This is an optimization exercise on Yosys and OpenROAD, whose aim is small area, not a production implementation. The RTL of this run was laid out without a check of its function. No activity file was given, so power comes from the tool's default toggle rates.

<file path="flow/run.sh">
#!/bin/bash
# synth_recipe.tcl (not shown) runs the flow's synth.tcl, then flattens the netlist and writes it again
# the make line also repeats each setting of config.mk as NAME=value (left out here)
make -C /OpenROAD-flow-scripts/flow DESIGN_CONFIG=/design/flow/config.mk WORK_HOME=/design/flow/orfs CLKGATE_MAP_FILE= SYNTH_SCRIPT=/design/flow/synth_recipe.tcl finish
</file>
<file path="flow/config.mk">
export PLATFORM = sky130hd
export DESIGN_NAME = pwm_main
export DESIGN_NICKNAME = pwm_main
export VERILOG_FILES = /design/flow/design.v
export SDC_FILE = /design/flow/constraint.sdc
export NUM_CORES = 4
export LEC_CHECK = 0
export CAP_MARGIN = 20
export CORE_MARGIN = 2
export CORE_UTILIZATION = 40
export SLEW_MARGIN = 20
</file>
<file path="flow/constraint.sdc">
create_clock -name core_clock -period 40.0 [get_ports {clk}]
set_input_delay 8.0000 -clock core_clock [delete_from_list [all_inputs] [get_ports {clk}]]
set_output_delay 8.0000 -clock core_clock [all_outputs]
set_load 0.01 [all_outputs]
</file>
<file path="flow/design.v">
module async_receiver(clk, rst, RxD, RxD_data_ready, RxD_data, RxD_endofpacket, RxD_idle);
input clk, rst, RxD;
output RxD_data_ready;   
output [7:0] RxD_data;
parameter ClkFrequency = 25000000;	 
parameter Baud = 115200;
output RxD_endofpacket;   
output RxD_idle;   
parameter Baud8 = Baud*8;
parameter Baud8GeneratorAccWidth = 16;
wire [Baud8GeneratorAccWidth:0] Baud8GeneratorInc = ((Baud8<<(Baud8GeneratorAccWidth-7))+(ClkFrequency>>8))/(ClkFrequency>>7);
reg [Baud8GeneratorAccWidth:0] Baud8GeneratorAcc;
always @(posedge clk) if(rst) Baud8GeneratorAcc <= 0; else Baud8GeneratorAcc <= Baud8GeneratorAcc[Baud8GeneratorAccWidth-1:0] + Baud8GeneratorInc;
wire Baud8Tick = Baud8GeneratorAcc[Baud8GeneratorAccWidth];
reg [1:0] RxD_sync_inv;
always @(posedge clk) if(rst) RxD_sync_inv <= 2'b00; else if(Baud8Tick) RxD_sync_inv <= {RxD_sync_inv[0], ~RxD};
reg [1:0] RxD_cnt_inv;
reg RxD_bit_inv;
always @(posedge clk)
if(rst)
begin
	RxD_cnt_inv <= 2'b00;
	RxD_bit_inv <= 1'b0;
end
else
if(Baud8Tick)
begin
	if( RxD_sync_inv[1] && RxD_cnt_inv!=2'b11) RxD_cnt_inv <= RxD_cnt_inv + 2'h1;
	else 
	if(~RxD_sync_inv[1] && RxD_cnt_inv!=2'b00) RxD_cnt_inv <= RxD_cnt_inv - 2'h1;
	if(RxD_cnt_inv==2'b00) RxD_bit_inv <= 1'b0;
	else
	if(RxD_cnt_inv==2'b11) RxD_bit_inv <= 1'b1;
end
reg [3:0] state;
reg [3:0] bit_spacing;
wire next_bit = (bit_spacing==4'd10);
always @(posedge clk)
if(rst || state==0)
	bit_spacing <= 4'b0000;
else
if(Baud8Tick)
	bit_spacing <= {bit_spacing[2:0] + 4'b0001} | {bit_spacing[3], 3'b000};
always @(posedge clk)
if(rst)
	state <= 4'b0000;
else
if(Baud8Tick)
case(state)
	4'b0000: if(RxD_bit_inv) state <= 4'b1000;   
	4'b1000: if(next_bit) state <= 4'b1001;   
	4'b1001: if(next_bit) state <= 4'b1010;   
	4'b1010: if(next_bit) state <= 4'b1011;   
	4'b1011: if(next_bit) state <= 4'b1100;   
	4'b1100: if(next_bit) state <= 4'b1101;   
	4'b1101: if(next_bit) state <= 4'b1110;   
	4'b1110: if(next_bit) state <= 4'b1111;   
	4'b1111: if(next_bit) state <= 4'b0001;   
	4'b0001: if(next_bit) state <= 4'b0000;   
	default: state <= 4'b0000;
endcase
reg [7:0] RxD_data;
always @(posedge clk)
if(rst) RxD_data <= 8'h00; else
if(Baud8Tick && next_bit && state[3]) RxD_data <= {~RxD_bit_inv, RxD_data[7:1]};
reg RxD_data_ready, RxD_data_error;
always @(posedge clk)
if(rst)
begin
	RxD_data_ready <= 1'b0;
	RxD_data_error <= 1'b0;
end
else
begin
	RxD_data_ready <= (Baud8Tick && next_bit && state==4'b0001 && ~RxD_bit_inv);   
	RxD_data_error <= (Baud8Tick && next_bit && state==4'b0001 &&  RxD_bit_inv);   
end
reg [4:0] gap_count;
always @(posedge clk) if (rst) gap_count<=5'h00; else if (state!=0) gap_count<=5'h00; else if(Baud8Tick & ~gap_count[4]) gap_count <= gap_count + 5'h01;
assign RxD_idle = gap_count[4];
reg RxD_endofpacket; always @(posedge clk) if (rst) RxD_endofpacket <= 1'b0; else RxD_endofpacket <= Baud8Tick & (gap_count==5'h0F);
endmodule
module pwm (
	input wire clk,
	input wire rst,
	input [7:0] pwm_input,
	output reg pwm_output
	);
	reg [2:0] state;
	reg [9:0] two_ms_counter;
	reg [18:0] counter;
	reg [18:0] on_time;
	always @(negedge clk) begin
		on_time = ((100000*pwm_input) / 254) + 100000;
		if (rst) begin
			counter = 0;
			two_ms_counter = 0;
			state = 0;
			pwm_output = 0;
		end else begin
		if (counter <= 200000)
			counter = counter + 1;  
		else begin
			counter = 0;
			two_ms_counter = two_ms_counter + 1;
			if (two_ms_counter == 10) begin
				state = 0;
				two_ms_counter = 0;
			end
		end
		case (state) 
			0: begin
				if (counter <= 100000 && two_ms_counter == 0) begin
					pwm_output = 1;
					state = 0;
				end else begin
					state = 1;
				end
			end
			1: begin
				if (counter < on_time && two_ms_counter == 0) begin
					pwm_output = 1;
					state = 1;
				end else begin
					pwm_output = 0;
				end
			end
		endcase
		end
	end
endmodule
module pwm_main(
	input wire clk,
	input wire rst,
	input wire RxD,
	output wire motor_one_pwm,
	output wire motor_two_pwm
	);
	parameter InternalClkFrequency = 100000000;
	wire RxD_data_ready;
	wire [7:0] RxD_data;
	reg [31:0] timeout;
	async_receiver #(.ClkFrequency(InternalClkFrequency)) 
		asyncRX(
		.clk(clk),
		.rst(rst),
		.RxD(RxD),
		.RxD_data_ready(RxD_data_ready),
		.RxD_data(RxD_data),
		.RxD_endofpacket(),
		.RxD_idle()
		);
	reg [7:0] pwm_input_one;
	reg [7:0] pwm_input_two;
	parameter SYNC = 8'hff;
	reg [3:0] state;
	always @(posedge clk) begin
		if (rst) begin
			timeout = 0;
			state = 0;
			pwm_input_one = 127;
			pwm_input_two = 127;
		end else begin
		if (timeout > 50000000) begin 
			pwm_input_one = 127;
			pwm_input_two = 127;
		end
		if (RxD_data_ready) begin	
			case (state)
				0: begin
					if (RxD_data == SYNC) begin
						state = 1;
					end else begin
						state = 0;
					end
				end
				1: begin
					timeout = 0;
					pwm_input_one = RxD_data;
					state = 2;
				end
				2: begin
					pwm_input_two = RxD_data;
					state = 0;
				end
			endcase
		end else begin
			timeout = timeout + 1;
		end
		end
	end	
	pwm motor_one(
		.clk(clk),
		.rst(rst),
		.pwm_input(pwm_input_one),
		.pwm_output(motor_one_pwm)
		);
	pwm motor_two(
		.clk(clk),
		.rst(rst),
		.pwm_input(pwm_input_two),
		.pwm_output(motor_two_pwm)
		);
endmodule
</file>
==> run summary <==
-- final cells by class --
type / count / area (µm²)
inverter: 97 / 364
clock buffer: 19 / 464
clock inverter: 79 / 340
tap: 615 / 769
multi-input combinational: 2235 / 15700
sequential: 153 / 3060
timing repair buffer: 7 / 60.1
fill: 4949 / 27200
-- state kept, by name, summed over array words and instances (netlist names), 8 cells and up --
register                   flops
asyncRX.RxD_data               8
timeout                       32
motor_two.two_ms_counter      10
motor_one.counter             19
pwm_input_one                  8
motor_two.counter             19
motor_one.two_ms_counter      10
asyncRX.Baud8GeneratorAcc     15
pwm_input_two                  8
-- power breakdown --
group	internal, mW	switching [mW]
combinational	0.00620	0.0101
sequential	0.156	0.00293
clock	0.0939	0.0873
total	0.256	0.100
-- worst paths after layout --
path | from | slack (ns) | end
worst max register to register | pwm_input_two[1] | 2.20 | motor_two.pwm_output
worst min-delay path | asyncRX.Baud8GeneratorAcc[2] | 0.45 | asyncRX.Baud8GeneratorAcc[2]
worst max-delay path | pwm_input_two[1] | 2.20 | motor_two.pwm_output
worst min register to register | asyncRX.Baud8GeneratorAcc[2] | 0.45 | asyncRX.Baud8GeneratorAcc[2]
-- placed cells by master, fill, tap and decap left out, types with 11 or more instances in the layout --
cell type | synthesis | routed
sky130_fd_sc_hd__dfxtp_1 | 153 | 153
sky130_fd_sc_hd__o31ai_1 | 25 | 25
sky130_fd_sc_hd__o211ai_1 | 41 | 41
sky130_fd_sc_hd__nand4_1 | 56 | 56
sky130_fd_sc_hd__a31oi_1 | 44 | 44
sky130_fd_sc_hd__o2111ai_1 | 15 | 15
sky130_fd_sc_hd__fa_1 | 24 | 24
sky130_fd_sc_hd__nor3_1 | 114 | 114
sky130_fd_sc_hd__inv_1 | 97 | 163
sky130_fd_sc_hd__and2_1 | 35 | 35
sky130_fd_sc_hd__o31a_1 | 11 | 11
sky130_fd_sc_hd__nor2_1 | 265 | 265
sky130_fd_sc_hd__or3_1 | 31 | 31
sky130_fd_sc_hd__mux2i_1 | 31 | 31
sky130_fd_sc_hd__a211oi_1 | 27 | 27
sky130_fd_sc_hd__o21a_1 | 24 | 24
sky130_fd_sc_hd__ha_1 | 170 | 170
sky130_fd_sc_hd__and4_1 | 14 | 14
sky130_fd_sc_hd__o21ai_0 | 123 | 123
sky130_fd_sc_hd__or2_2 | 25 | 25
sky130_fd_sc_hd__nand2b_1 | 16 | 16
sky130_fd_sc_hd__o21ai_1 | 29 | 29
sky130_fd_sc_hd__a21o_1 | 44 | 44
sky130_fd_sc_hd__nor4_1 | 41 | 41
sky130_fd_sc_hd__nand3_1 | 109 | 109
sky130_fd_sc_hd__nor2b_1 | 26 | 26
sky130_fd_sc_hd__mux2_2 | 18 | 18
sky130_fd_sc_hd__nand2_1 | 203 | 202
sky130_fd_sc_hd__clkbuf_16 | 0 | 18
sky130_fd_sc_hd__and3_1 | 54 | 54
sky130_fd_sc_hd__xnor2_1 | 102 | 102
sky130_fd_sc_hd__xor2_1 | 77 | 77
sky130_fd_sc_hd__a21oi_1 | 132 | 132
-- metrics by stage --
| step | hold WS [ns] | setup slack (ns) |
|---|---|---|
| global route | 0.486 | 0.818 |
| floorplan | 0.410 | 5.34 |
| detailed placement | 0.444 | 2.33 |
| CTS | 0.459 | 2.28 |
| global placement | 0.426 | 2.26 |
| finish | 0.453 | 2.20 |
-- kinds of logic (layout without fill, tap and decap cells) --
family / count (synthesis) / after routing / synth area share
AO/OA/AOI/OAI: 717 / 717 / 0.264
AND/OR/NAND/NOR: 1078 / 1078 / 0.289
buffers and inverters: 190 / 202 / 0.0405
XOR/XNOR: 181 / 181 / 0.0820
other: 2 / 6 / 0.000385
flip-flops: 153 / 153 / 0.157
adder cells (fa/ha/maj): 197 / 197 / 0.135
multiplexers: 56 / 56 / 0.0323
-- metal layers --
layer | GRT usage | vias to the layer above | share of wire
li1 | - | 9656 | -
met1 | 0.270 | 9082 | 0.48
met4 | 0.0498 | 0 | 0.014
met5 | 0 | - | 0
met3 | 0.0280 | 68 | 0.041
met2 | 0.329 | 490 | 0.46
==> flow_metrics.tcl <==
set metrics [dict create \
    detail-route-antenna-nets 0 \
    clock-sinks 153 \
    wl_um 50500 \
    starting_drt_drc_count 1234 \
    synth_ff_type "sky130_fd_sc_hd__dfxtp_1" \
    timing.max_slew.rel_slack 0.302 \
    setup-tns-final_ns 0 \
    syn-instance-count 2574 \
    worstSetupStartpointType "flop" \
    viasPerCell 6.02 \
    final_net_count 2774 \
    worstRegToRegCells 51 \
    drc_errors 0 \
    number_of_antenna_violations_at_the_first_check_in_global_routing 0 \
    die_w_um 225 \
    power_density_mw_per_mm2 17.2 \
    worst-path-buf-inv 1 \
    cts_hold_buf 0 \
    syn-mean-instance-area_um2 7.58 \
    io-pin-count 5 \
    synth_top_cells_by_count "sky130_fd_sc_hd__nor2_1 (265), sky130_fd_sc_hd__nand2_1 (203), sky130_fd_sc_hd__ha_1 (170), sky130_fd_sc_hd__dfxtp_1 (153), sky130_fd_sc_hd__a21oi_1 (132)" \
    path_clk_slew_ns 0.07 \
    overflow 0 \
    dpl-instance-area_mm2 0.0199 \
    category_of_the_most_critical_setup_path "flop to flop" \
    clock_skew_ns 0.0213 \
    synthDistinctLibCells 133 \
    grt_max_degree 58 \
    proportion_of_synthesized_flip_flops_having_asynchronous_set_or_reset 0 \
    ctsResizeCount 0 \
    run_status "complete, no violations" \
    synth_seq_area_share 0.157 \
    worst_skew_pair.late_latency_ns 0.47 \
    post_route_cells_drive_above_1_share 0.0734 \
    final-instance-count-excl-fill 3205 \
    placedCellCount 3108 \
    critical_path.slowest_cell "sky130_fd_sc_hd__or4b_2" \
    report.final.setup_viol 0 \
    cts_tree "built" \
    final_core_util 0.433 \
    grt.total_usage 0.198 \
    cts.repair_timing.setup_buffer_count 0 \
    floorplan.die_area_mm2 0.0506 \
    firstDrtPassIters 8 \
    start_util 0.407 \
    crit_fanout 15 \
    dp_hpwl_um 39600 \
    buffer_type_at_the_clock_tree_root "sky130_fd_sc_hd__clkbuf_16" \
    timing.hold.worst_path_depth 1 \
    crit_arrival_ns 18.14 \
    cts-htree-levels 4 \
    chipHeight_um 225 \
    timing.critical_path.slowest_cell_delay_ns 0.82 \
    fp-row-count 80 \
    endpoint_kind "flop" \
    setup_repair_after_global_routing_missed_its_margin "false" \
    min_path_type "flop to flop" \
    peakVddDrop_mv 0.0243 \
    cts_buffers 17 \
    syn-cell-area_mm2 0.0195 \
    critical-path-top-cell-by-count "sky130_fd_sc_hd__ha_1" \
    synth.ff_latch_count 153 \
    path_depth 51 \
    place.port_buffers 4 \
    first_global_vias 18000 \
    routed-via-count 19300 \
    worst_ep_required_time_ns 20.34 \
    power_uw 356 \
    final_hold_viol_count 0 \
    timing.max_cap.violations 0 \
    yosysWarningCount 3 \
    maxSlewViolCount 0 \
    critPathTopFamily "compound AO/OA/AOI/OAI gates" \
    ys_top_cells_by_area "sky130_fd_sc_hd__dfxtp_1 (16%), sky130_fd_sc_hd__ha_1 (11%), sky130_fd_sc_hd__nor2_1 (5.1%)" \
    post-synth-top-area-fraction 0.157 \
    power.leakage_nw 8.17 \
    diodes 0 \
    design.core.area_mm2 0.0479 \
    gp_routability_congestion 0.927 \
    wire_length_of_the_first_global_routing_pass_um 85900 \
    area.growth.synth_to_final_pct 6.28 \
    yosys.cell_count.top_type "sky130_fd_sc_hd__nor2_1" \
    design_area_mm2 0.0207 \
    wl_per_cell_um 15.8 \
    synth_largest_area_cell "sky130_fd_sc_hd__dfxtp_1" \
    max-clock-path-buffers 2 \
    synth_edf_count 0 \
    tightest_slew_ns 1.04 \
]
